Source: an optimization exercise on an open RTL-to-GDS flow (aim: small area). Production flows keep margins and buffers that such runs may drop.
RTL that was checked went through simulation tests only; none was proved equivalent to the original.
No functional check of the RTL was part of run 2.

--- flow/flow/run.sh ---
#!/bin/bash
# The standard layout (standard.sh), with two changes:
#  - the port buffers are sky130_fd_sc_hd__buf_1 rather than the default choice;
#  - clock tree synthesis inserts no dummy loads and builds the tree from
#    sky130_fd_sc_hd__clkbuf_4, with small sink clusters (at most 9 sinks,
#    35 um across) so that every flip-flop clock pin keeps a fast slew.
# make's full output goes to flow.log in this folder; ORFS keeps each step's log
# under orfs/logs/.
set -euo pipefail
bash standard.sh \
  "BUFFER_PORTS_ARGS=-buffer_cell sky130_fd_sc_hd__buf_1" \
  "CTS_ARGS=-sink_clustering_enable -repair_clock_nets -dont_use_dummy_load -buf_list sky130_fd_sc_hd__clkbuf_4 -sink_clustering_size 9 -sink_clustering_max_diameter 35" \
  finish > flow.log 2>&1
--- flow/standard.sh ---
#!/bin/bash
# synth_recipe.tcl (not shown) runs the flow's synth.tcl, then flattens the netlist and writes it again
# the make line also repeats each setting of config.mk as NAME=value (left out here)
make -C /OpenROAD-flow-scripts/flow DESIGN_CONFIG=/design/flow/config.mk WORK_HOME=/design/flow/orfs CLKGATE_MAP_FILE= SYNTH_SCRIPT=/design/flow/synth_recipe.tcl "${@:-finish}"
--- flow/config.mk ---
export PLATFORM = sky130hd
export DESIGN_NAME = median_filter_resource_optimized
export DESIGN_NICKNAME = median_filter_resource_optimized
export VERILOG_FILES = /design/flow/design.v
export SDC_FILE = /design/flow/constraint.sdc
export NUM_CORES = 4
export LEC_CHECK = 0
export ABC_AREA = 1
export CAP_MARGIN = 20
export CORE_MARGIN = 2
export CORE_UTILIZATION = 40
export CTS_CLUSTER_DIAMETER = 35
export CTS_CLUSTER_SIZE = 9
export SLEW_MARGIN = 20
--- flow/constraint.sdc ---
create_clock -name core_clock -period 5.0 [get_ports {ck100m}]
set_input_delay 1.0000 -clock core_clock [delete_from_list [all_inputs] [get_ports {ck100m}]]
set_output_delay 1.0000 -clock core_clock [all_outputs]
set_load 0.01 [all_outputs]
--- flow/design.v ---
module median_filter_resource_optimized
(
    input                ck100m,
    input                srst_n,
    input                enable,
    input        [15:0]  in,
    output               out_enable,
    output reg   [15:0]  out
);
    localparam int NT = 7;              
    localparam int L  = 17;             
    reg [15:0] win  [0:9];
    reg [15:0] tail [0:NT-1];            
    reg [1:0]  lane [0:9];               
    reg [L-1:0] cand;
    reg [3:0]  m;
    reg [3:0]  nval;                     
    reg [6:0]  q;                        
    wire idle = ~q[6] & ~q[1];           
    assign out_enable = ~q[1] & q[0];    
    wire s12  = ~q[2] & q[1];            
    logic [7:0] sel;                     
    logic [7:0] nsel;                    
    logic nidle;                         
    always_comb begin
        sel[0] = idle;
        for (int j = 1; j < 7; j++) sel[j] = q[7-j] & ~q[6-j];
        sel[7] = q[6] & q[0];
        nidle = (idle & ~enable) | s12;
        nsel[0] = nidle;
        nsel[1] = idle & enable;
        for (int j = 2; j < 8; j++) nsel[j] = sel[j-1];
    end
    logic [3:0] nval_next;
    always_comb nval_next = nval + {3'd0, enable && nval != 4'd10};
    always @(posedge ck100m or negedge srst_n) begin
        if (~srst_n) begin
            q    <= 7'd0;
            nval <= 4'd0;
        end else begin
            q    <= {idle ? enable : ~q[0], q[6:1]};
            nval <= nval_next;
        end
    end
    logic [15:0] w9sh;
    always_comb begin
        w9sh = '0;
        for (int j = 0; j < 7; j++)
            if (sel[j]) w9sh = w9sh | (win[9] << (2*j + 2));
    end
    logic [1:0] xw [0:9];
    logic [1:0] xin;
    always_comb begin
        for (int n = 0; n < 10; n++) begin
            xw[n] = 2'b00;
            for (int j = 0; j < 8; j++)
                if (nsel[j]) xw[n] = xw[n] | win[n][15-2*j -: 2];
        end
        xin = nidle ? in[15:14] : in[13:12];
    end
    always @(posedge ck100m) begin
        if (enable) begin
            win[0]  <= in;
            lane[0] <= xin;
            for (int i = 1; i < 10; i++) begin
                win[i]  <= win[i-1];
                lane[i] <= xw[i-1];
            end
        end else begin
            for (int i = 0; i < 10; i++) lane[i] <= xw[i];
        end
        tail[0][15:2] <= w9sh[15:2];
        for (int t = 1; t < NT; t++)
            for (int b = 2 + 2*t; b < 16; b++) tail[t][b] <= tail[t-1][b-2];
    end
    function automatic [3:0] tsum(input [16:0] x, input [3:0] m);
        logic t1, t2, t3, t4, t5, t6, t7, t8, t9, t10, t11, t12, t13, t14, t15, t16, t17, t18, t19, t20, t21, t22, t23, t24, t25, t26, t27, t28, t29, t30, g0, g1, g2, p0, p1, p2, c1, c2, c3;
        t1 = m[0] ^ x[0] ^ x[10]; t2 = (m[0] & x[0]) | (m[0] & x[10]) | (x[0] & x[10]);
        t3 = x[11] ^ x[12] ^ x[13]; t4 = (x[11] & x[12]) | (x[11] & x[13]) | (x[12] & x[13]);
        t5 = x[14] ^ x[15] ^ x[16]; t6 = (x[14] & x[15]) | (x[14] & x[16]) | (x[15] & x[16]);
        t7 = x[1] ^ x[2] ^ x[3]; t8 = (x[1] & x[2]) | (x[1] & x[3]) | (x[2] & x[3]);
        t9 = x[4] ^ x[5] ^ x[6]; t10 = (x[4] & x[5]) | (x[4] & x[6]) | (x[5] & x[6]);
        t11 = x[7] ^ x[8] ^ x[9]; t12 = (x[7] & x[8]) | (x[7] & x[9]) | (x[8] & x[9]);
        t13 = t1 ^ t11 ^ t3; t14 = (t1 & t11) | (t1 & t3) | (t11 & t3);
        t15 = t5 ^ t7 ^ t9; t16 = (t5 & t7) | (t5 & t9) | (t7 & t9);
        t17 = m[1] ^ t10 ^ t12; t18 = (m[1] & t10) | (m[1] & t12) | (t10 & t12);
        t19 = t2 ^ t4 ^ t6; t20 = (t2 & t4) | (t2 & t6) | (t4 & t6);
        t21 = t8 ^ t14 ^ t16; t22 = (t8 & t14) | (t8 & t16) | (t14 & t16);
        t23 = t17 ^ t19 ^ t21; t24 = (t17 & t19) | (t17 & t21) | (t19 & t21);
        t25 = m[2] ^ t18 ^ t20; t26 = (m[2] & t18) | (m[2] & t20) | (t18 & t20);
        t27 = t22 ^ t25 ^ t24; t28 = (t22 & t25) | (t22 & t24) | (t25 & t24);
        t29 = m[3] ^ t26 ^ t28; t30 = (m[3] & t26) | (m[3] & t28) | (t26 & t28);
        g0 = t13 & t15; p0 = t13 ^ t15;
        g1 = t23 & 1'b0; p1 = t23 ^ 1'b0;
        g2 = t27 & 1'b0; p2 = t27 ^ 1'b0;
        c1 = g0; c2 = g1 | (p1 & g0); c3 = g2 | (p2 & g1) | (p2 & p1 & g0);
        tsum = {c3 | t29 | t30, p2 ^ c2, p1 ^ c1, p0};
    endfunction
    logic [1:0] ln [0:L-1];
    logic [L-1:0] lt1, lt2, lt3, c_new;
    logic [3:0] s1, s2, s3, m_new;
    logic i1, i2, i3, ok1, ok2, ok3, cin;
    logic [1:0] d;
    always_comb begin
        for (int n = 0; n < 10; n++) ln[n] = lane[n];
        for (int t = 0; t < NT; t++) ln[10+t] = tail[t][15:14];
        for (int n = 0; n < L; n++) begin
            lt1[n] = cand[n] & ~ln[n][1] & ~ln[n][0];
            lt2[n] = cand[n] & ~ln[n][1];
            lt3[n] = cand[n] & ~(ln[n][1] & ln[n][0]);
        end
        i1 = idle & ~in[15] & ~in[14];
        i2 = idle & ~in[15];
        i3 = idle & ~(in[15] & in[14]);
        s1 = tsum(lt1, m);
        s2 = tsum(lt2, m);
        s3 = tsum(lt3, m);
        ok1 = ~s1[3] & ~(i1 & (s1[2:0] == 3'd7));
        ok2 = ~s2[3] & ~(i2 & (s2[2:0] == 3'd7));
        ok3 = ~s3[3] & ~(i3 & (s3[2:0] == 3'd7));
        if (ok3)      begin d = 2'd3; m_new = s3 + {3'd0, i3}; end
        else if (ok2) begin d = 2'd2; m_new = s2 + {3'd0, i2}; end
        else if (ok1) begin d = 2'd1; m_new = s1 + {3'd0, i1}; end
        else          begin d = 2'd0; m_new = m; end
        for (int n = 0; n < L; n++) c_new[n] = cand[n] & (ln[n] == d);
        cin = idle & (in[15:14] == d);
    end
    always @(posedge ck100m or negedge srst_n) begin
        if (~srst_n) begin
            cand <= '0;
            m    <= 4'd12;
        end else if (nidle) begin
            for (int n = 0; n < L; n++) cand[n] <= (n < 10) && (n < nval_next);
            m <= 4'd12 - nval_next;
        end else begin
            m <= m_new;
            cand[9:0]    <= enable ? {c_new[8:0], cin} : c_new[9:0];
            cand[10]     <= enable & c_new[9];
            cand[L-1:11] <= c_new[L-2:10];
        end
    end
    always @(posedge ck100m) begin
        for (int j = 0; j < 8; j++)
            if (sel[j]) out[15-2*j -: 2] <= d;
    end
endmodule
==> results of run 1 <==
kinds of logic after synthesis:
logic type / after synthesis / share of synthesized area, %
AOI/OAI and AO/OA: 140 / 7.65
xor gates and xnor gates: 10 / 0.713
adders and majority gates: 57 / 8.37
buffers and inverters: 170 / 5.80
DFF: 284 / 61.9
and+or+nand+nor: 414 / 15.5
synthesized netlist by cell type (2+ instances only):
master / count
ha_1: 15
fa_1: 42
nor2_2: 7
nand4_1: 18
edfxtp_1: 176
a21oi_1: 48
nand2_1: 220
buf_4: 2
clkinv_1: 3
nor2_4: 2
buf_6: 5
nand2_8: 4
inv_4: 2
clkbuf_1: 12
dfstp_2: 2
buf_2: 7
o21ai_0: 23
buf_1: 3
xnor2_1: 4
dfrtp_1: 30
xor2_1: 6
nor2_1: 69
a221oi_1: 2
inv_1: 132
a22o_1: 42
dfxtp_1: 76
o221ai_1: 6
nor3_2: 2
o22ai_1: 14
nand2_2: 2
nor2_8: 2
inv_2: 3
nor3_1: 2
nand3_2: 2
nand2_4: 2
nand3_1: 76
state kept, by name (all words and copies together) (netlist names):
name,count
cand,17
lane,20
m,4
nval,4
out,16
q,7
tail,56
win,160
metal layers:
metal,part of all wire (%),GRT usage (%),vias to the layer above
met2,47,26.4,247
met1,45,21.3,3723
met4,3.1,6.42,0
met5,0,0,-
met3,5.5,3.20,51
li1,-,-,3755
what timing repair did:
item                       in CTS  in global routing
setup buffers                   0                  5
setup endpoints to repair       0                 18
hold buffers                    0                  0
gates resized for setup         0                  6
worst paths after layout:
check | endpoint | cells past startpoint | from
worst min-delay path | tail[1][14] | 0 | tail[0][12]
worst max-delay path | cand[7] | 18 | tail[4][14]
worst min register to register | tail[1][14] | 0 | tail[0][12]
max in group asynchronous | m[0] | 1 | srst_n
worst max register to register | cand[7] | 18 | tail[4][14]
min in group asynchronous | q[0] | 1 | srst_n
worst max-delay path, cell delays in order (launching register included):
cell and delay (ps):
dfxtp_1 430, a21oi_1 130, fa_1 550, inv_1 90, fa_1 450, fa_1 450
fa_1 390, fa_1 380, inv_1 80, fa_1 400, or2_2 310, a21oi_2 150
nand2_4 150, buf_4 220, nand3_1 70, nand2_1 50, nor2_1 140, nand3_1 110
nand3_1 100
through the flow:
stage	instances	setup slack (ps)	util (%)
final	1540	264	43.5
after global routing	1540	12.3	43.5
after CTS	1534	152	43.4
after detailed placement	1487	220	42.2
after global placement	1487	297	42.2
after floorplan	1075	555	-
layout make-up:
type / count / area (µm²)
Antenna cell: 1 / 2.50
Sequential cell: 284 / 7610
Fill cell: 2868 / 17200
Timing Repair Buffer: 51 / 269
Multi-Input combinational cell: 621 / 3990
Tap cell: 396 / 495
Clock buffer: 47 / 353
Inverter: 140 / 533
==> run notes, run 1 <==
outcome=finished clean; Bufs on Longest Clock Path=3; Arr. time, crit path=5290 ps; clock latency on the worst-skew pair=660 ps; Mapped Nets=1,151; dpl cell area=12,800 µm²; CTS tree=yes; initial antenna violation count=1; die area=32,100 µm²; IO Port Bufs=35; max-slew violations=0; Cell Area, Synth=12,300 µm²; setup slack, reg-to-reg=260 ps; Global Route Usage Sum=16.2%; IO Count=36; most frequent cells in the layout=nand2_1 (220), edfxtp_1 (176), inv_1 (132); Sink Count=284; # H-tree levels=2; Initial Utilization=40.4%; Clk pin slew, worst setup/hold paths=90 ps; P&R area growth vs syn=7.82%; DR WL/cell=16.2 µm; CP Capture Type=flip-flop; clk root buf=clkbuf_4; Tmin final=4740 ps; clock skew=85.4 ps; f_max=211 MHz; Slew HR=27.7%; CP required=5550 ps; Post-synth EDFFs=176; prevailing post-synth register cell=edfxtp_1; Placeable Area=30,400 µm²; drt pass-1 iters=9; top cells by area, synth=edfxtp_1 (43%), dfxtp_1 (12%), fa_1 (6.8%); Max-cap violations=0; final hold violation count=0; Synth area leader=edfxtp_1; final wirelength=25,000 µm; commonest non-fill, non-tap cell in the layout=nand2_1; setup TNS=0 ps; Seq/Total Area, Yosys=61.9%; nets@finish=1,221; Hold WS=311 ps; Synth top area share=43.0%; type of origin of the critical path=flip-flop; period utilization=94.7%; Post-DRT Antenna Nets=0; DRC=0; crit path max fanout=11; GRT Residual Overflow=0; DR vias/cell=5.05; largest net degree at the start of global routing=147; drt first-iter violations=524; WS Path Type=reg2reg; TritonCTS Buffers=47; worst hold path type=reg2reg; vias=7,776; Detailed Place HPWL=17,600 µm; post-route design area=13,300 µm²; cells after synthesis=1,075; layout cells sized above 1=9.27%; height of the die=179 µm; count of final setup violators=0; Die X=179 µm; Cell variety after synth=48; Worst-Margin Slew=1080 ps; Row Count=64; Synth Register Bits=284; Post-Syn Area per Cell=11.4 µm²; warnings from Yosys=6; vias in the first global route=7,743; RSZ-0062 raised after global routing=false; first-pass GRT wire length=39,800 µm; GP Congestion=0.823; Async S/R FF share, synth=11.3%
==> inputs of run 2 (changes only) <==
--- a/flow/design.v
+++ b/flow/design.v
@@ -12,7 +12,8 @@
     reg [15:0] win  [0:9];
     reg [15:0] tail [0:NT-1];            
     reg [1:0]  lane [0:9];               
-    reg [L-1:0] cand;
+    reg [9:0]  cw;                       
+    reg [NT-1:0] ct;                     
     reg [3:0]  m;
     reg [3:0]  nval;                     
     reg [6:0]  q;                        
@@ -97,12 +98,13 @@
         tsum = {c3 | t29 | t30, p2 ^ c2, p1 ^ c1, p0};
     endfunction
     logic [1:0] ln [0:L-1];
-    logic [L-1:0] lt1, lt2, lt3, c_new;
+    logic [L-1:0] cand, lt1, lt2, lt3, c_new;
     logic [3:0] s1, s2, s3, m_new;
     logic i1, i2, i3, ok1, ok2, ok3, cin;
     logic [1:0] d;
     always_comb begin
         for (int n = 0; n < 10; n++) ln[n] = lane[n];
+        cand = {ct & {NT{~idle}}, cw};
         for (int t = 0; t < NT; t++) ln[10+t] = tail[t][15:14];
         for (int n = 0; n < L; n++) begin
             lt1[n] = cand[n] & ~ln[n][1] & ~ln[n][0];
@@ -127,17 +129,19 @@
     end
     always @(posedge ck100m or negedge srst_n) begin
         if (~srst_n) begin
-            cand <= '0;
-            m    <= 4'd12;
+            cw <= '0;
+            m  <= 4'd12;
         end else if (nidle) begin
-            for (int n = 0; n < L; n++) cand[n] <= (n < 10) && (n < nval_next);
+            for (int n = 0; n < 10; n++) cw[n] <= (n < nval_next);
             m <= 4'd12 - nval_next;
         end else begin
             m <= m_new;
-            cand[9:0]    <= enable ? {c_new[8:0], cin} : c_new[9:0];
-            cand[10]     <= enable & c_new[9];
-            cand[L-1:11] <= c_new[L-2:10];
+            cw <= enable ? {c_new[8:0], cin} : c_new[9:0];
         end
+    end
+    always @(posedge ck100m) begin
+        ct[0]      <= enable & c_new[9];
+        ct[NT-1:1] <= c_new[L-2:10];
     end
     always @(posedge ck100m) begin
         for (int j = 0; j < 8; j++)
==> run 2 against run 1 <==
Synthesized area down 0.35%. Core utilization up 1.2 points. Largest cell class unchanged. Still clean on timing, DRC and antenna. Critical path depth up 4.
==> run notes, run 2 <==
DR vias/cell=5.08 (was 5.05); most frequent cells in the layout=nand2_1 (221), edfxtp_1 (176), inv_1 (118) (was nand2_1 (220), edfxtp_1 (176), inv_1 (132)); count of final setup violators=0 (unchanged); DR WL/cell=16.6 µm (was 16.2 µm); outcome=finished clean (unchanged); CP required=5420 ps (was 5550 ps); die area=32,000 µm² (was 32,100 µm²); IO Count=36 (unchanged); Sink Count=284 (unchanged); final hold violation count=0 (unchanged); Initial Utilization=40.4% (about the same); Synth top area share=43.2% (was 43.0%); TritonCTS Buffers=47 (unchanged); crit path max fanout=8 (was 11); GP Congestion=0.917 (was 0.823); count leader, synth=nand2_1 (unchanged); IO Port Bufs=35 (unchanged); FILL cells=2,750 (was 2,868); drt pass-1 iters=4 (was 9); clock skew=127 ps (was 85.4 ps); Arr. time, crit path=5250 ps (was 5290 ps); commonest non-fill, non-tap cell in the layout=nand2_1 (unchanged); Hold WS=239 ps (was 311 ps); type of origin of the critical path=flip-flop (unchanged); Die X=179 µm (about the same); top cells by area, synth=edfxtp_1 (43%), dfxtp_1 (14%), fa_1 (7.2%) (was edfxtp_1 (43%), dfxtp_1 (12%), fa_1 (6.8%)); Worst-Margin Slew=1150 ps (was 1080 ps); register area=7570 µm² (was 7610 µm²); Mapped Nets=1,127 (was 1,151); Synth area leader=edfxtp_1 (unchanged); Synth Register Bits=284 (unchanged); Clk pin slew, worst setup/hold paths=90 ps (about the same); Post-DRT Antenna Nets=0 (unchanged); first-pass GRT wire length=40,600 µm (was 39,800 µm); crit-path most repeated cell=nand2_1 (was fa_1); worst hold path type=reg2reg (unchanged); critical path, cell by cell=inv_2, nand2_4, nand2_1, nor2_2, a31oi_2, fa_1, fa_2, fa_1, fa_2, fa_2, inv_2, fa_1, or2_4, a21oi_4, nand2_8, buf_12, nand2_8, nand2_1, nand2_1, o21ai_1, nand3_1, nand2_1 (was a21oi_1, fa_1, inv_1, fa_1, fa_1, fa_1, fa_1, inv_1, fa_1, or2_2, a21oi_2, nand2_4, buf_4, nand3_1, nand2_1, nor2_1, nand3_1, nand3_1); layout cells sized above 1=15.0% (was 9.27%); final wirelength=25,600 µm (was 25,000 µm); slowest CP cell=fa_1 (unchanged); CP Capture Type=flip-flop (unchanged); height of the die=179 µm (about the same); final core occ=44.8% (was 43.5%); vias=7,817 (was 7,776); Async S/R FF share, synth=8.80% (was 11.3%); initial antenna violation count=1 (unchanged); warnings from Yosys=6 (unchanged); Post-synth EDFFs=176 (unchanged); P&R area growth vs syn=10.9% (was 7.82%); Placeable Area=30,300 µm² (was 30,400 µm²); RSZ-0062 raised after global routing=true (was false); WS Path Type=reg2reg (unchanged); Post-Syn Area per Cell=11.7 µm² (was 11.4 µm²); Cell variety after synth=52 (was 48); dpl cell area=13,000 µm² (was 12,800 µm²); Max-cap violations=0 (unchanged); largest net degree at the start of global routing=202 (was 147); post-route design area=13,600 µm² (was 13,300 µm²); period utilization=96.7% (was 94.7%); clk root buf=clkbuf_4 (unchanged); DP Worst Slack=-70.6 ps (was 220 ps); Multi-input gate area=4160 µm² (was 3990 µm²); prevailing post-synth register cell=edfxtp_1 (unchanged); worst setup margin=165 ps (was 264 ps); most flop-heavy register=win (unchanged); hold_buf cts=0 (unchanged); most instantiated cells after synthesis=nand2_1 (228), edfxtp_1 (176), inv_1 (124), dfxtp_1 (83), nand3_1 (62) (was nand2_1 (220), edfxtp_1 (176), inv_1 (132), dfxtp_1 (76), nand3_1 (76)); max reg flops=160 (unchanged); Tmin final=4830 ps (was 4740 ps); clock latency on the worst-skew pair=650 ps (was 660 ps); Cell Area, Synth=12,200 µm² (was 12,300 µm²); Detailed Place HPWL=17,800 µm (was 17,600 µm); Row Count=64 (unchanged); Slew HR=23.1% (was 27.7%); DRC=0 (unchanged); cells after synthesis=1,049 (was 1,075); top flop regs=win x160, tail x56, lane x20 (unchanged); max-slew violations=0 (unchanged); vias in the first global route=7,855 (was 7,743); crit-path max cell delay=470 ps (was 550 ps); Seq/Total Area, Yosys=61.9% (about the same); # H-tree levels=2 (unchanged); CTS tree=yes (unchanged); Global Route Usage Sum=16.5% (was 16.2%); f_max=207 MHz (was 211 MHz); Bufs on Longest Clock Path=3 (unchanged); drt first-iter violations=584 (was 524); GRT Residual Overflow=0 (unchanged); nets@finish=1,222 (was 1,221)
[run 2: cell types whose count changed after synthesis, sizes merged, moves of 9 or more]
| cell | delta |
|---|---|
| a22o | -28 |
| nor2 | -28 |
| a221oi | +25 |
| a21oi | -23 |
| nand2 | +11 |
| a31oi | +10 |
| nand3 | -10 |
| o21ai | +9 |
[run 2: layout make-up]
class                      instances  area share [%]
clock buffer                      47            2.60
multi-input combinational        605            30.6
antenna                            2          0.0368
tap                              396            3.65
inverter                         130            3.63
timing repair buffer              76            3.76
sequential                       284            55.8
[run 2: critical path, delay by kind of cell, from the launching register on]
family	cells	cell delay, ps
compound gates	3	420
flops	1	390
simple gates	10	1120
fa+ha+maj	6	2420
buf+inv	3	340
[run 2: path summary, 6_finish.rpt]
kind / endpoint / depth (start not counted) / start / slack, ps
min in group asynchronous: cw[4] / 2 / srst_n / 360
max in group asynchronous: m[0] / 2 / srst_n / 4230
hold / removal: tail[1][15] / 0 / tail[0][13] / 240
hold reg to reg: tail[1][15] / 0 / tail[0][13] / 240
setup / recovery: cw[7] / 22 / q[6] / 170
setup reg to reg: cw[7] / 22 / q[6] / 170
[run 2: stage by stage]
stage          setup TNS, ps  cells
2_1_floorplan              0   1049
3_3_place_gp               0   1480
3_5_place_dp            -405   1480
4_1_cts                    0   1528
5_1_grt                -92.0   1540
6_report                   0   1540
[run 2: what timing repair did]
action                                  CTS  global route
resized for setup                         3            55
endpoints found under the setup margin   11            23
pin swaps                                 1            21
gates cloned                              0             2
setup buffers                             1             8
[run 2: logic make-up (layout without fill, tap and decap cells)]
| logic type | count (synthesis) | in the layout | share of synthesized area (%) |
|---|---|---|---|
| simple gates | 389 | 391 | 15.1 |
| buf+inv | 162 | 253 | 5.44 |
| xor+xnor | 14 | 14 | 1.00 |
| other cells | 0 | 2 | 0 |
| fa+ha+maj | 59 | 59 | 8.72 |
| compound gates | 141 | 141 | 7.91 |
| flops | 284 | 284 | 61.9 |
[run 2: per-layer routing]
metal | global-route usage (%) | vias up | routed length [µm]
li1 | - | 3783 | -
met1 | 21.8 | 3760 | 11500
met2 | 27.4 | 219 | 12200
met3 | 2.84 | 55 | 1280
met4 | 5.89 | 0 | 665
met5 | 0 | - | 0

-- static timing again, ports no longer ideal --
How much do the figures lean on ideal ports? The routed layouts below were timed once more, with nothing changed but the port constraints. Step 1 sets driving cells, clkbuf_16 on the clock port and buf_2 on the other inputs (assumed; they add their load-dependent delay and slew). Step 2, shift: input delay + t, output delay - t, t = (earliest + latest rising clock arrival at the registers) / 2. This alone moves slack from input paths to output paths. a / b / c = ideal / step 1 / step 2; a / b = the first two.
run	shift t [ns]	setup slack, ns	slew at the worst register clock pin (ns)	worst slew at a driven data input, ns
run 1	0.666	0.264 / 0.264 / 0.264	0.09 / 0.09	0.03
run 2	0.636	0.165 / 0.165 / 0.165	0.10 / 0.10	0.03
After both steps every run listed still meets setup and hold.
